Context: an optimization exercise on an open-source flow, tuned for small area. The choices shown serve that exercise and are no tape-out recipe.
Only simulation tests tie the RTL to the original design; equivalence was not proved.
Power and IR drop assume default switching activity.

==> design.v <==
`timescale 1ns / 1ps
module vga_640x480(
	input  wire       clk,
	input  wire       clr,
	output wire       hsync,
	output wire       vsync,
	output reg  [9:0] x,
	output reg  [9:0] y,
	output wire       xjump,
	output wire       vidon
);
	function [15:0] radd(input [15:0] a, input [15:0] b, input cin);
		integer i;
		reg c;
		begin
			c = cin;
			for (i = 0; i < 16; i = i + 1) begin
				radd[i] = a[i] ^ b[i] ^ c;
				c = (a[i] & b[i]) | (c & (a[i] ^ b[i]));
			end
		end
	endfunction
	reg vsenable;
	wire xend = (x == 10'd654);
	assign xjump = xend | (&x);
	wire [15:0] xinc = radd({6'd0, x}, 16'd0, 1'b1);
	wire [15:0] yinc = radd({6'd0, y}, 16'd0, 1'b1);
	always @(posedge clk) begin
		if (clr) begin
			x <= 10'd879;
			vsenable <= 1'b0;
		end else begin
			x <= xend ? 10'd879 : xinc[9:0];
			vsenable <= xend;
		end
	end
	always @(posedge clk) begin
		if (clr)
			y <= 10'd992;
		else if (vsenable)
			y <= (y == 10'd488) ? 10'd992 : yinc[9:0];
	end
	assign hsync = ~((x > 10'd654) && (x < 10'd975));
	assign vsync = ~(y[9:1] == 9'd496);
	assign vidon = (x < 10'd639) && (y < 10'd479);
endmodule
`timescale 1ns / 1ps
module vga_initials(
	input  wire        clk,
	input  wire        rst,
	input  wire        tick,
	input  wire        vidon,
	input  wire        xjump,
	input  wire [9:0]  x,
	input  wire [9:0]  y,
	input  wire [10:0] ax, bx, cx,
	input  wire [8:0]  at, bt, ct,
	input  wire [9:0]  bird,
	input  wire [7:0]  back_data,
	input  wire [7:0]  bird_data1,
	input  wire [7:0]  bird_data2,
	input  wire [7:0]  bird_data3,
	input  wire [7:0]  downtube_data1,
	input  wire [7:0]  downtube_data2,
	input  wire [7:0]  downtube_data3,
	input  wire [7:0]  uptube_data1,
	input  wire [7:0]  uptube_data2,
	input  wire [7:0]  uptube_data3,
	input  wire [7:0]  strip_data,
	input  wire [7:0]  num_data1,
	input  wire [7:0]  num_data2,
	input  wire [7:0]  num_data3,
	input  wire [3:0]  score1,
	input  wire [3:0]  score2,
	input  wire [3:0]  score3,
	input  wire [1:0]  state,
	input  wire [7:0]  startback_data,
	input  wire [7:0]  retback_data,
	output wire [10:0] startback_add,
	output wire [10:0] retback_add,
	output wire [10:0] num_add1,
	output wire [10:0] num_add2,
	output wire [10:0] num_add3,
	output wire [8:0]  strip_add,
	output wire [12:0] downtube_add1,
	output wire [12:0] downtube_add2,
	output wire [12:0] downtube_add3,
	output wire [12:0] uptube_add1,
	output wire [12:0] uptube_add2,
	output wire [12:0] uptube_add3,
	output wire [14:0] back_add,
	output wire [9:0]  bird_add,
	output reg  [2:0]  red,
	output reg  [2:0]  green,
	output reg  [1:0]  blue
);
	function [15:0] radd(input [15:0] a, input [15:0] b, input cin);
		integer i;
		reg c;
		begin
			c = cin;
			for (i = 0; i < 16; i = i + 1) begin
				radd[i] = a[i] ^ b[i] ^ c;
				c = (a[i] & b[i]) | (c & (a[i] ^ b[i]));
			end
		end
	endfunction
	reg [3:0] cnt;
	reg [3:0] m;
	wire [4:0] mstep = {1'b0, m} + (xjump ? 5'd9 : 5'd1) + {4'd0, tick};
	always @(posedge clk) begin
		if (rst) begin
			cnt <= 4'd0;
			m <= 4'd3;
		end else begin
			if (tick)
				cnt <= cnt + 4'd1;
			m <= (mstep >= 5'd12) ? mstep[3:0] - 4'd12 : mstep[3:0];
		end
	end
	wire [15:0] y5 = radd({8'd0, y[9:2]}, {6'd0, y[9:2], 2'b0}, 1'b0);
	wire [15:0] bk = radd(y5, {13'd0, x[9:7]}, 1'b0);
	assign back_add = {bk[9:0], x[6:2]};
	wire [15:0] yb = radd({6'd0, y}, ~{6'd0, bird}, 1'b1);
	wire [15:0] ba1 = radd({6'd0, x}, {yb[14:0], 1'b0}, 1'b0);
	wire [15:0] ba2 = radd(ba1, {yb[10:0], 5'b0}, 1'b0);
	wire [15:0] ba3 = radd(ba2, 16'd632, 1'b0);
	assign bird_add = ba3[9:0];
	wire [15:0] da = radd({5'd0, ax}, ~{6'd0, x}, 1'b1);
	wire [15:0] db = radd({5'd0, bx}, ~{6'd0, x}, 1'b1);
	wire [15:0] dc = radd({5'd0, cx}, ~{6'd0, x}, 1'b1);
	wire [15:0] ea = radd({7'd0, at}, ~{6'd0, y}, 1'b1);
	wire [15:0] eb = radd({7'd0, bt}, ~{6'd0, y}, 1'b1);
	wire [15:0] ec = radd({7'd0, ct}, ~{6'd0, y}, 1'b1);
	function [25:0] tubeadd(input [15:0] d, input [15:0] e);
		reg [15:0] p, q, q3, t, pt, up, dn;
		begin
			p = {{2{d[15]}}, d[15:2]};
			q = {{2{e[15]}}, e[15:2]};
			q3 = radd(q, {q[14:0], 1'b0}, 1'b0);
			t = radd({q3[12:0], 3'b0}, q, 1'b0);
			dn = radd(p, t, 1'b0);
			pt = radd(p, ~t, 1'b1);
			up = radd(pt, (e[1:0] != 2'b00) ? -16'd650 : -16'd625, 1'b0);
			tubeadd = {dn[12:0], up[12:0]};
		end
	endfunction
	assign {downtube_add1, uptube_add1} = tubeadd(da, ea);
	assign {downtube_add2, uptube_add2} = tubeadd(db, eb);
	assign {downtube_add3, uptube_add3} = tubeadd(dc, ec);
	wire [15:0] nb1 = radd({7'd0, x[9:1]}, {6'd0, y[9:1], 1'b0}, 1'b0);
	wire [15:0] nb2 = radd(nb1, {5'd0, y[4:1], 7'd0}, 1'b0);
	function [10:0] nconst(input [3:0] s, input [1:0] k, input x0, input y0);
		nconst = 11'd13 * s - 11'd13 * k - 11'd689 - (x0 ? 11'd0 : 11'd1) - (y0 ? 11'd0 : 11'd130);
	endfunction
	wire [15:0] na1 = radd(nb2, {5'd0, nconst(score1, 2'd0, x[0], y[0])}, 1'b0);
	wire [15:0] na2 = radd(nb2, {5'd0, nconst(score2, 2'd1, x[0], y[0])}, 1'b0);
	wire [15:0] na3 = radd(nb2, {5'd0, nconst(score3, 2'd2, x[0], y[0])}, 1'b0);
	assign num_add1 = na1[10:0];
	assign num_add2 = na2[10:0];
	assign num_add3 = na3[10:0];
	wire [15:0] y3 = radd({6'd0, y}, {5'd0, y, 1'b0}, 1'b0);
	wire [6:0] s55 = 7'd55 + {5'd0, m[3:2]};
	wire [15:0] st = radd(y3, {9'd0, s55}, 1'b0);
	assign strip_add = {st[6:0], m[1:0]};
	wire [15:0] r1 = radd(y3, {8'd0, y[3:0], 4'd0}, 1'b0);       
	wire [15:0] r2 = radd(r1, {9'd0, x[9:3]}, 1'b0);
	wire [15:0] r3 = radd(r2, 16'd18, 1'b0);
	assign retback_add = {r3[7:0], x[2:0]};
	wire [15:0] s1 = radd(r3, {8'd0, y[7:0]}, 1'b0);
	wire [15:0] s2 = radd(s1, 16'd16, 1'b0);
	assign startback_add = {s2[7:0], x[2:0]};
	wire in_bird = (x > 10'd150) && (x < 10'd184) &&
	               (yb[15] || yb[9:0] == 10'd0) && (!yb[15] || yb[9:0] >= 10'd1001);
	wire nrow = (y > 10'd40) && (y <= 10'd70);
	wire n1 = (num_data1 != 8'hFF) && (x > 10'd274) && (x <= 10'd300) && nrow && (score1 != 4'd0);
	wire n2 = (num_data2 != 8'hFF) && (x > 10'd300) && (x <= 10'd326) && nrow && ((score2 != 4'd0) || (score1 != 4'd0));
	wire n3 = (num_data3 != 8'hFF) && (x > 10'd326) && (x <= 10'd352) && nrow;
	wire capt = (x > 10'd240) && (y >= 10'd240) && (y < 10'd251);
	wire in_a = !da[15] && (da[10:0] < 11'd100);
	wire in_b = !db[15] && (db[10:0] < 11'd100);
	wire in_c = !dc[15] && (dc[10:0] < 11'd100);
	wire dn_a = !ea[15], up_a = ea[15] && (ea[10:0] <= 11'd1948);
	wire dn_b = !eb[15], up_b = eb[15] && (eb[10:0] <= 11'd1948);
	wire dn_c = !ec[15], up_c = ec[15] && (ec[10:0] <= 11'd1948);
	reg [7:0] birdpix;
	always @(*) begin
		case (cnt[3:2])
			2'b01: birdpix = bird_data2;
			2'b10: birdpix = bird_data3;
			default: birdpix = bird_data1;
		endcase
	end
	function [7:0] tubepix(input dsel, input usel,
	                       input [7:0] down, input [7:0] up, input [7:0] back);
		begin
			if (dsel && down != 8'hFF)
				tubepix = down;
			else if (usel && up != 8'hFF)
				tubepix = up;
			else
				tubepix = back;
		end
	endfunction
	reg [7:0] pix;
	always @(*) begin
		if (!vidon)
			pix = 8'h00;
		else if (y > 10'd450)
			pix = strip_data;
		else if (state != 2'd2) begin
			if (state == 2'd0 && capt && x < 10'd400 && startback_data != 8'hFF)
				pix = startback_data;
			else if (in_bird)
				pix = (birdpix != 8'hFF) ? birdpix : back_data;
			else if (n1)
				pix = num_data1;
			else if (n2)
				pix = num_data2;
			else if (n3)
				pix = num_data3;
			else if (in_a)
				pix = tubepix(dn_a, up_a, downtube_data1, uptube_data1, back_data);
			else if (in_b)
				pix = tubepix(dn_b, up_b, downtube_data2, uptube_data2, back_data);
			else if (in_c)
				pix = tubepix(dn_c, up_c, downtube_data3, uptube_data3, back_data);
			else
				pix = back_data;
		end else begin
			if (n1)
				pix = num_data1;
			else if (n2)
				pix = num_data2;
			else if (n3)
				pix = num_data3;
			else if (capt && x < 10'd392 && retback_data != 8'hFF)
				pix = retback_data;
			else
				pix = back_data;
		end
		{red, green, blue} = pix;
	end
endmodule
`timescale 1ns / 1ps
module randomgenerator(
	input  wire       clk,
	input  wire       rst,
	input  wire       fly,
	output reg  [8:0] num
);
	function [15:0] radd(input [15:0] a, input [15:0] b, input cin);
		integer i;
		reg c;
		begin
			c = cin;
			for (i = 0; i < 16; i = i + 1) begin
				radd[i] = a[i] ^ b[i] ^ c;
				c = (a[i] & b[i]) | (c & (a[i] ^ b[i]));
			end
		end
	endfunction
	wire [15:0] dn = radd({7'd0, num}, -16'd24, 1'b0);
	wire [15:0] up = radd({7'd0, num}, 16'd325, 1'b0);
	wire [15:0] inc = radd({7'd0, num}, 16'd0, 1'b1);
	always @(posedge clk) begin
		if (rst)
			num <= 9'd0;
		else if (fly)
			num <= (num >= 9'd24) ? dn[8:0] : up[8:0];
		else
			num <= (num == 9'd348) ? 9'd0 : inc[8:0];
	end
endmodule
`timescale 1ns / 1ps
module objects(
	input  wire        clk,
	input  wire        rst,
	input  wire        clk10ms,
	input  wire [8:0]  num,
	input  wire        fly,
	input  wire        start,
	input  wire        ret,
	output reg  [10:0] ax, bx, cx,
	output reg  [8:0]  at, bt, ct,
	output reg  [9:0]  bird,
	output reg         plusone,
	output reg         clr,
	output reg  [1:0]  state
);
	function [15:0] radd(input [15:0] a, input [15:0] b, input cin);
		integer i;
		reg c;
		begin
			c = cin;
			for (i = 0; i < 16; i = i + 1) begin
				radd[i] = a[i] ^ b[i] ^ c;
				c = (a[i] & b[i]) | (c & (a[i] ^ b[i]));
			end
		end
	endfunction
	function hit(input [10:0] tx, input [8:0] tt, input [9:0] b);
		reg [15:0] d;
		begin
			d = radd({6'd0, b}, ~{7'd0, tt}, 1'b1);
			hit = (tx <= 11'd282) && (tx >= 11'd151) &&
			      (d[15] || (d[10:0] <= 11'd24) || (d[10:0] >= 11'd100));
		end
	endfunction
	reg [12:0] speed;
	reg tf, sf, rf;
	reg af, bf;
	wire [15:0] adec = radd({5'd0, ax}, 16'hFFFF, 1'b0);
	wire [15:0] bdec = radd({5'd0, bx}, 16'hFFFF, 1'b0);
	wire [15:0] cdec = radd({5'd0, cx}, 16'hFFFF, 1'b0);
	wire [15:0] sinc = radd({3'd0, speed}, 16'd0, 1'b1);
	wire [15:0] bnew = radd({6'd0, bird}, {6'd0, speed[12:3]}, 1'b0);
	always @(posedge clk) begin
		if (rst) begin
			speed <= 13'd0;
			ax <= 11'd740; bx <= 11'd1010; cx <= 11'd1280;
			af <= 1'b0; bf <= 1'b0;
			at <= 9'd220; bt <= 9'd330; ct <= 9'd210;
			bird <= 10'd250;
			plusone <= 1'b0;
			state <= 2'd0;
			tf <= 1'b0; sf <= 1'b0; rf <= 1'b0;
			clr <= 1'b0;
		end else begin
			tf <= clk10ms; sf <= start; rf <= ret;
			if (start && !sf && state == 2'd0)
				state <= 2'd1;
			else if (ret && !rf && state == 2'd2)
				state <= 2'd0;
			else if (state == 2'd0) begin
				speed <= 13'd0;
				ax <= 11'd740; bx <= 11'd1010; cx <= 11'd1280;
				af <= 1'b0; bf <= 1'b0;
				at <= 9'd220; bt <= 9'd330; ct <= 9'd210;
				bird <= 10'd250;
				plusone <= 1'b0;
				clr <= 1'b1;
			end else begin
				clr <= 1'b0;
				if (state == 2'd1 && clk10ms && !tf) begin
					speed <= fly ? -13'd15 : sinc[12:0];
					if (ax == 11'd0) begin
						ax <= af ? 11'd812 : 11'd810; af <= 1'b1; at <= num;
					end else
						ax <= adec[10:0];
					if (bx == 11'd0) begin
						bx <= bf ? 11'd812 : 11'd811; bf <= 1'b1; bt <= num;
					end else
						bx <= bdec[10:0];
					if (cx == 11'd0) begin
						cx <= 11'd812; ct <= num;
					end else
						cx <= cdec[10:0];
					bird <= bnew[9:0];
					plusone <= (ax == 11'd201) || (bx == 11'd201) || (cx == 11'd201);
					if (hit(ax, at, bird) || hit(bx, bt, bird) || hit(cx, ct, bird) || bird > 10'd450)
						state <= 2'd2;
				end
			end
		end
	end
endmodule
`timescale 1ns / 1ps
module scorecnt(
	input  wire       clk,
	input  wire       rst,
	input  wire       plusone,
	input  wire       reset,
	output reg  [3:0] s0, s1, s2,
	output reg  [3:0] h0, h1, h2
);
	reg fp;
	wire inc = plusone & ~fp;
	always @(posedge clk) begin
		if (rst) begin
			fp <= 1'b0;
			{s2, s1, s0} <= 12'd0;
			{h2, h1, h0} <= 12'd0;
		end else begin
			fp <= plusone;
			if (reset)
				{s2, s1, s0} <= 12'd0;
			else begin
				if (inc) begin
					if (s2 == 4'd10 && s1 == 4'd2 && s0 == 4'd3)
						{s2, s1, s0} <= 12'd0;
					else if (s0 == 4'd9) begin
						s0 <= 4'd0;
						if (s1 == 4'd9) begin
							s1 <= 4'd0;
							s2 <= s2 + 4'd1;
						end else
							s1 <= s1 + 4'd1;
					end else
						s0 <= s0 + 4'd1;
				end
				if ({h2, h1, h0} < {s2, s1, s0})
					{h2, h1, h0} <= {s2, s1, s0};
			end
		end
	end
endmodule
`timescale 1ns / 1ps
module flappy_core(
	input  wire        clk,
	input  wire        rst,
	input  wire        tick,
	input  wire        fly,
	input  wire        start,
	input  wire        ret,
	input  wire        rnd_btn,
	input  wire [7:0]  back_data,
	input  wire [7:0]  bird_data1,
	input  wire [7:0]  bird_data2,
	input  wire [7:0]  bird_data3,
	input  wire [7:0]  downtube_data1,
	input  wire [7:0]  downtube_data2,
	input  wire [7:0]  downtube_data3,
	input  wire [7:0]  uptube_data1,
	input  wire [7:0]  uptube_data2,
	input  wire [7:0]  uptube_data3,
	input  wire [7:0]  strip_data,
	input  wire [7:0]  num_data1,
	input  wire [7:0]  num_data2,
	input  wire [7:0]  num_data3,
	input  wire [7:0]  startback_data,
	input  wire [7:0]  retback_data,
	output wire        hsync,
	output wire        vsync,
	output wire [2:0]  red,
	output wire [2:0]  green,
	output wire [1:0]  blue,
	output wire [14:0] back_add,
	output wire [9:0]  bird_add,
	output wire [12:0] downtube_add1,
	output wire [12:0] downtube_add2,
	output wire [12:0] downtube_add3,
	output wire [12:0] uptube_add1,
	output wire [12:0] uptube_add2,
	output wire [12:0] uptube_add3,
	output wire [8:0]  strip_add,
	output wire [10:0] num_add1,
	output wire [10:0] num_add2,
	output wire [10:0] num_add3,
	output wire [10:0] startback_add,
	output wire [10:0] retback_add,
	output wire [1:0]  game_state,
	output wire [9:0]  bird_y,
	output wire [12:0] tube_x1,
	output wire [12:0] tube_x2,
	output wire [12:0] tube_x3,
	output wire [9:0]  tube_top1,
	output wire [9:0]  tube_top2,
	output wire [9:0]  tube_top3,
	output wire [3:0]  score_d0,
	output wire [3:0]  score_d1,
	output wire [3:0]  score_d2,
	output wire [3:0]  high_score_d0,
	output wire [3:0]  high_score_d1,
	output wire [3:0]  high_score_d2
);
	wire vidon, xjump;
	wire [9:0] x, y;
	wire [8:0] num;
	wire [10:0] ax, bx, cx;
	wire [8:0] at, bt, ct;
	wire [9:0] bird;
	wire [3:0] s0, s1, s2, h0, h1, h2;
	wire plusone;
	wire clr2;
	wire [1:0] state;
	vga_640x480 U2 (.clk(clk), .clr(rst), .hsync(hsync), .vsync(vsync), .x(x), .y(y), .xjump(xjump), .vidon(vidon));
	vga_initials U3 (.clk(clk), .rst(rst), .tick(tick), .vidon(vidon), .xjump(xjump), .x(x), .y(y),
		.ax(ax), .bx(bx), .cx(cx), .at(at), .bt(bt), .ct(ct), .bird(bird),
		.back_data(back_data), .back_add(back_add), .red(red), .green(green), .blue(blue),
		.bird_add(bird_add), .bird_data1(bird_data1), .bird_data2(bird_data2), .bird_data3(bird_data3),
		.downtube_add1(downtube_add1), .downtube_data1(downtube_data1),
		.uptube_data1(uptube_data1), .uptube_add1(uptube_add1),
		.downtube_add2(downtube_add2), .downtube_data2(downtube_data2),
		.uptube_data2(uptube_data2), .uptube_add2(uptube_add2),
		.downtube_add3(downtube_add3), .downtube_data3(downtube_data3),
		.uptube_data3(uptube_data3), .uptube_add3(uptube_add3),
		.strip_data(strip_data), .strip_add(strip_add),
		.num_add1(num_add1), .num_add2(num_add2), .num_add3(num_add3),
		.num_data1(num_data1), .num_data2(num_data2), .num_data3(num_data3),
		.score1(s2), .score2(s1), .score3(s0), .state(state),
		.startback_add(startback_add), .startback_data(startback_data),
		.retback_add(retback_add), .retback_data(retback_data));
	randomgenerator U4 (.clk(clk), .rst(rst), .fly(rnd_btn), .num(num));
	objects U5 (.clk(clk), .rst(rst), .clk10ms(tick), .num(num), .fly(fly), .ax(ax), .bx(bx), .cx(cx),
		.at(at), .bt(bt), .ct(ct), .bird(bird), .plusone(plusone),
		.start(start), .ret(ret), .clr(clr2), .state(state));
	scorecnt U20 (.clk(clk), .rst(rst), .plusone(plusone), .reset(clr2),
		.s0(s0), .s1(s1), .s2(s2), .h0(h0), .h1(h1), .h2(h2));
	assign game_state = state;
	assign bird_y     = bird;
	assign tube_x1    = {2'b0, ax};
	assign tube_x2    = {2'b0, bx};
	assign tube_x3    = {2'b0, cx};
	assign tube_top1  = {1'b0, at};
	assign tube_top2  = {1'b0, bt};
	assign tube_top3  = {1'b0, ct};
	assign score_d0   = s0;
	assign score_d1   = s1;
	assign score_d2   = s2;
	assign high_score_d0 = h0;
	assign high_score_d1 = h1;
	assign high_score_d2 = h2;
endmodule
==> flow/run.sh <==
#!/bin/bash
set -euo pipefail
export BUFFER_PORTS_ARGS="-buffer_cell sky130_fd_sc_hd__buf_1"
bash standard.sh > standard_flow.log 2>&1
==> standard.sh <==
#!/bin/bash
# synth_recipe.tcl (not shown) runs the flow's synth.tcl, then flattens the netlist and writes it again
# the make line also repeats each setting of config.mk as NAME=value (left out here)
make -C /OpenROAD-flow-scripts/flow DESIGN_CONFIG=/design/flow/config.mk WORK_HOME=/design/flow/orfs CLKGATE_MAP_FILE= SYNTH_SCRIPT=/design/flow/synth_recipe.tcl "${@:-finish}"
==> config.mk <==
export PLATFORM = sky130hd
export DESIGN_NAME = flappy_core
export DESIGN_NICKNAME = flappy_core
export VERILOG_FILES = /design/flow/design.v
export SDC_FILE = /design/flow/constraint.sdc
export NUM_CORES = 4
export LEC_CHECK = 0
export CAP_MARGIN = 20
export CORE_MARGIN = 2
export CORE_UTILIZATION = 40
export SLEW_MARGIN = 20
==> constraint.sdc <==
create_clock -name core_clock -period 14.0 [get_ports {clk}]
set_input_delay 2.8000 -clock core_clock [delete_from_list [all_inputs] [get_ports {clk}]]
set_output_delay 2.8000 -clock core_clock [all_outputs]
set_load 0.01 [all_outputs]
==> summary.txt <==
critical path, cell delays in order (launching register included):
cell and delay [ns]:
dfxtp_1 0.76, inv_1 0.53, fa_1 0.55, fa_1 0.40, fa_1 0.39, fa_1 0.39
fa_1 0.42, fa_1 0.56, inv_1 0.14, fa_1 0.46, fa_1 0.40, fa_1 0.41
fa_1 0.42, fa_1 0.40, fa_1 0.54, inv_1 0.07, fa_1 0.42, fa_1 0.50
ha_1 0.16, xor2_1 0.17, xnor2_1 0.14, buf_1 0.17
worst paths after layout:
kind | endpoint | slack, ns | cells after the start
min reg2reg | U5.speed[8] | 0.47 | 2
min | U5.speed[8] | 0.47 | 2
max | uptube_add2[12] | 2.34 | 21
max reg2reg | U5.state[1] | 8.87 | 18
synthesized netlist by cell type (6+ instances only):
library cell | n | area [µm²]
a211o_1 | 21 | 184
a211oi_1 | 17 | 128
a21o_1 | 15 | 113
a21oi_1 | 71 | 355
a221oi_1 | 16 | 140
a22o_1 | 8 | 70.1
a22oi_1 | 15 | 113
a31oi_1 | 9 | 56.3
a41oi_1 | 7 | 61.3
and2_1 | 6 | 37.5
buf_1 | 7 | 26.3
buf_2 | 6 | 30.0
buf_4 | 23 | 173
clkbuf_1 | 42 | 158
dfxtp_1 | 155 | 3100
fa_1 | 293 | 5870
ha_1 | 315 | 3940
inv_1 | 449 | 1690
mux2i_1 | 41 | 410
nand2_1 | 136 | 510
nand2b_1 | 30 | 188
nand3_1 | 28 | 140
nand3b_1 | 7 | 52.6
nand4_1 | 43 | 269
nand4b_1 | 7 | 61.3
nor2_1 | 131 | 492
nor2b_1 | 23 | 144
nor3_1 | 28 | 140
nor4_1 | 22 | 138
o2111ai_1 | 6 | 52.6
o211ai_1 | 19 | 143
o21ai_0 | 74 | 370
o22ai_1 | 14 | 87.6
o311ai_0 | 13 | 114
or2_2 | 8 | 50.1
or3_1 | 6 | 37.5
xnor2_1 | 67 | 587
xor2_1 | 25 | 219
stage by stage:
step           hold slack (ns)  instance area, µm²  cells
2_1_floorplan            0.440               21400   2308
3_3_place_gp             0.455               23500   3343
3_5_place_dp             0.463               23500   3343
4_1_cts                  0.478               24100   3375
5_1_grt                  0.506               24100   3375
6_report                 0.475               24100   3375
cell families (layout without fill, tap and decap cells):
logic type,Yosys count,count (layout),share of synthesized area [%]
XOR/XNOR,92,92,3.78
flip-flops,155,155,14.6
AND/OR/NAND/NOR,512,512,12.1
adder cells (fa/ha/maj),608,608,46.0
AO/OA/AOI/OAI,360,360,11.7
multiplexers,44,44,2.08
other,1,9,0.0176
buffers and inverters,528,907,9.77
power by group through the flow:
stage          Clock, mW  Sequential, mW  Combinational [mW]
6_report           0.475           0.537                1.80
5_1_grt            0.495           0.542                2.02
4_1_cts            0.482           0.536                1.82
3_5_place_dp           0           0.546                1.81
3_3_place_gp           0           0.544                1.77
2_1_floorplan          0           0.519                1.19
flip-flops by register name, indices dropped and copies added (netlist names), 9 cells and up:
name      cells
U5.speed     13
U5.ax        11
U5.bx        11
U5.cx        11
U2.x         10
U2.y         10
U5.bird      10
U4.num        9
U5.at         9
U5.bt         9
U5.ct         9
layout make-up:
class	count	area, µm²
Timing Repair Buffer	426	1670
Inverter	449	1690
Sequential cell	155	3100
Tap cell	688	861
Multi-Input combinational cell	1625	16200
Fill cell	5179	28600
Clock inverter	12	128
Clock buffer	20	457
metal layers:
metal  share of wire [%]  GRT usage, %  routed length, µm  vias up
li1                    -             -                  -     8364
met1                  43          37.1              33000     9072
met2                  46          43.7              35200      766
met3                 7.7          5.78               5830      101
met4                 2.5          7.79               1880        2
met5               0.025             0                 19        -
layout by cell type (no fill, tap or decap), types with 8 or more instances in the layout:
master       n
a211o_1     21
a211oi_1    17
a21o_1      15
a21oi_1     71
a221oi_1    16
a22o_1       8
a22oi_1     15
a31oi_1      9
buf_1      406
buf_4       19
clkbuf_16   17
conb_1       9
dfxtp_1    155
fa_1       293
ha_1       315
inv_1      449
mux2i_1     41
nand2_1    136
nand2b_1    30
nand3_1     28
nand4_1     43
nor2_1     131
nor2b_1     23
nor3_1      28
nor4_1      22
o211ai_1    19
o21ai_0     74
o22ai_1     14
o311ai_0    12
or2_2        8
xnor2_1     67
xor2_1      25
==> run_results.csv <==
group,metric,value,unit
pwr,p_int,1.41,mW
setup_path,timing.rr.start,"U5.bird[0]",
route,drt.antenna.violating_nets,0,
timing,fmax,85.7,MHz
floorplan,rows,84,
cts,path_clk_slew,0.07,ns
setup_path,path_max_fanout,13,
cts,clock-sinks,155,
global_routing,grt_max_degree,64,
pwr,p_seq_share,19.1,%
synthesis,synth_area,0.0213,mm²
finish,final_nets,3417,
route,firstDrtPassIters,5,
timing,tns,0,ns
placed_design,dp_hpwl,64500,µm
synthesis,ys_types,81,
setup_path,cp-start-kind,"register",
cts,numCtsBuffers,17,
pwr,p_clk_share,16.9,%
timing,max_slew_margin,28.8,%
floorplan,die_w,235,µm
pwr,p_per_area,117,mW/mm²
placed_design,gp_congestion,0.958,
synthesis,ys.flop_type,"dfxtp_1",
job,drv_cap,0,
cts,tritoncts,"yes",
route,dr_total_vias,18300,
cts,clkLatencyLatePin,0.46,ns
finish,n_antenna_cell,0,
pwr,combPwrFrac,64.0,%
outcome,run_status,"finished clean",
cts,cts_root_buf,"clkbuf_16",
timing,setup_viol,0,
min_path,min_from,"U5.speed[8]",
min_path,hp-class,"reg -> reg",
route,vias_per_cell,5.42,
floorplan,die_h,235,µm
global_routing,grt-ovfl-total,0,
route,drc_errors,0,
setup_path,worstSetupEndpointType,"output pin",
route,wl_per_cell,22.5,µm
placed_design,place_ws,2.85,ns
route,drtIter0Drc,1389,
timing,tightest_slew,1.07,ns
pwr,swShare,49.9,%
timing,maxSlewViolCount,0,
timing,period_minus_slack,11.66,ns
pwr,p_total,2.81,mW
timing,hold_viol_final,0,
timing,skew,0.0139,ns
global_routing,first_global_vias,18300,
floorplan,ios,417,
synthesis,yosysSeqAreaShare,14.6,%
setup_path,arrival,8.86,ns
setup_path,critical_path_class,"reg -> out",
floorplan,start_util,40.5,%
synthesis,async_flop_share,0,%
finish,area_growth,12.9,%
finish,drive_gt1_share,2.79,%
cts,htree_levels,4,
floorplan,dieArea,0.0552,mm²
pwr,peakVddDrop,104,µV
synthesis,syn_avg_cell_area,9.27,µm²
timing,finalCritPeriodShare,83.3,%
setup_path,setup.worst_path.start,"U2.y[2]",
synthesis,yosys_warnings,5,
synthesis,ys_ff_latch,155,
cts,clock_path_buffers,2,
synthesis,syn_inst,2300,
route,wl,75900,µm
finish,finish.utilization,45.7,%
pwr,p_leak,11.2,nW
timing,rsz0062_at_grt,"no",
floorplan,core_area,0.0527,mm²
synthesis,synth_edf_count,0,
placed_design,portBuffers,407,
cts,cts_hold_buf,0,
setup_path,cp.required,11.20,ns
global_routing,grt_use_total,27.3,%
global_routing,grt_first_pass_wirelength,115000,µm
pwr,netSwitchingPower,1.41,mW
cts,cts_setup_buffers,0,
global_routing,antenna_found_initial,1,
cts,ctsResizeCount,0,
timing,layout_setup_ws,2.34,ns

[static timing again, ports no longer ideal]
No port has a modelled driver above. Below, the same layout with a new extraction and two added sets of constraints. Step 1, drivers: a clkbuf_16 drives clk and a buf_2 each remaining input, both assumed. Step 2 moves the port delays by t, midway between the first and last clock arrival at a register: inputs arrive t later, outputs are due t later. That takes back most of the time a late clock gives input paths. Three values: ideal, step 1, step 2; two values: the first two.
shift t [ns]: 0.505
setup WS [ns]: 2.336 / 2.283 / 2.788
worst setup path after step 2: register to output
worst data-port slew with drivers (ns): 0.09
cell pins on the clock port's net: 1
After both steps setup and hold are still met in this run. For this run, drivers alone change the setup slack by -0.053 ns; drivers and shift together by +0.452 ns.
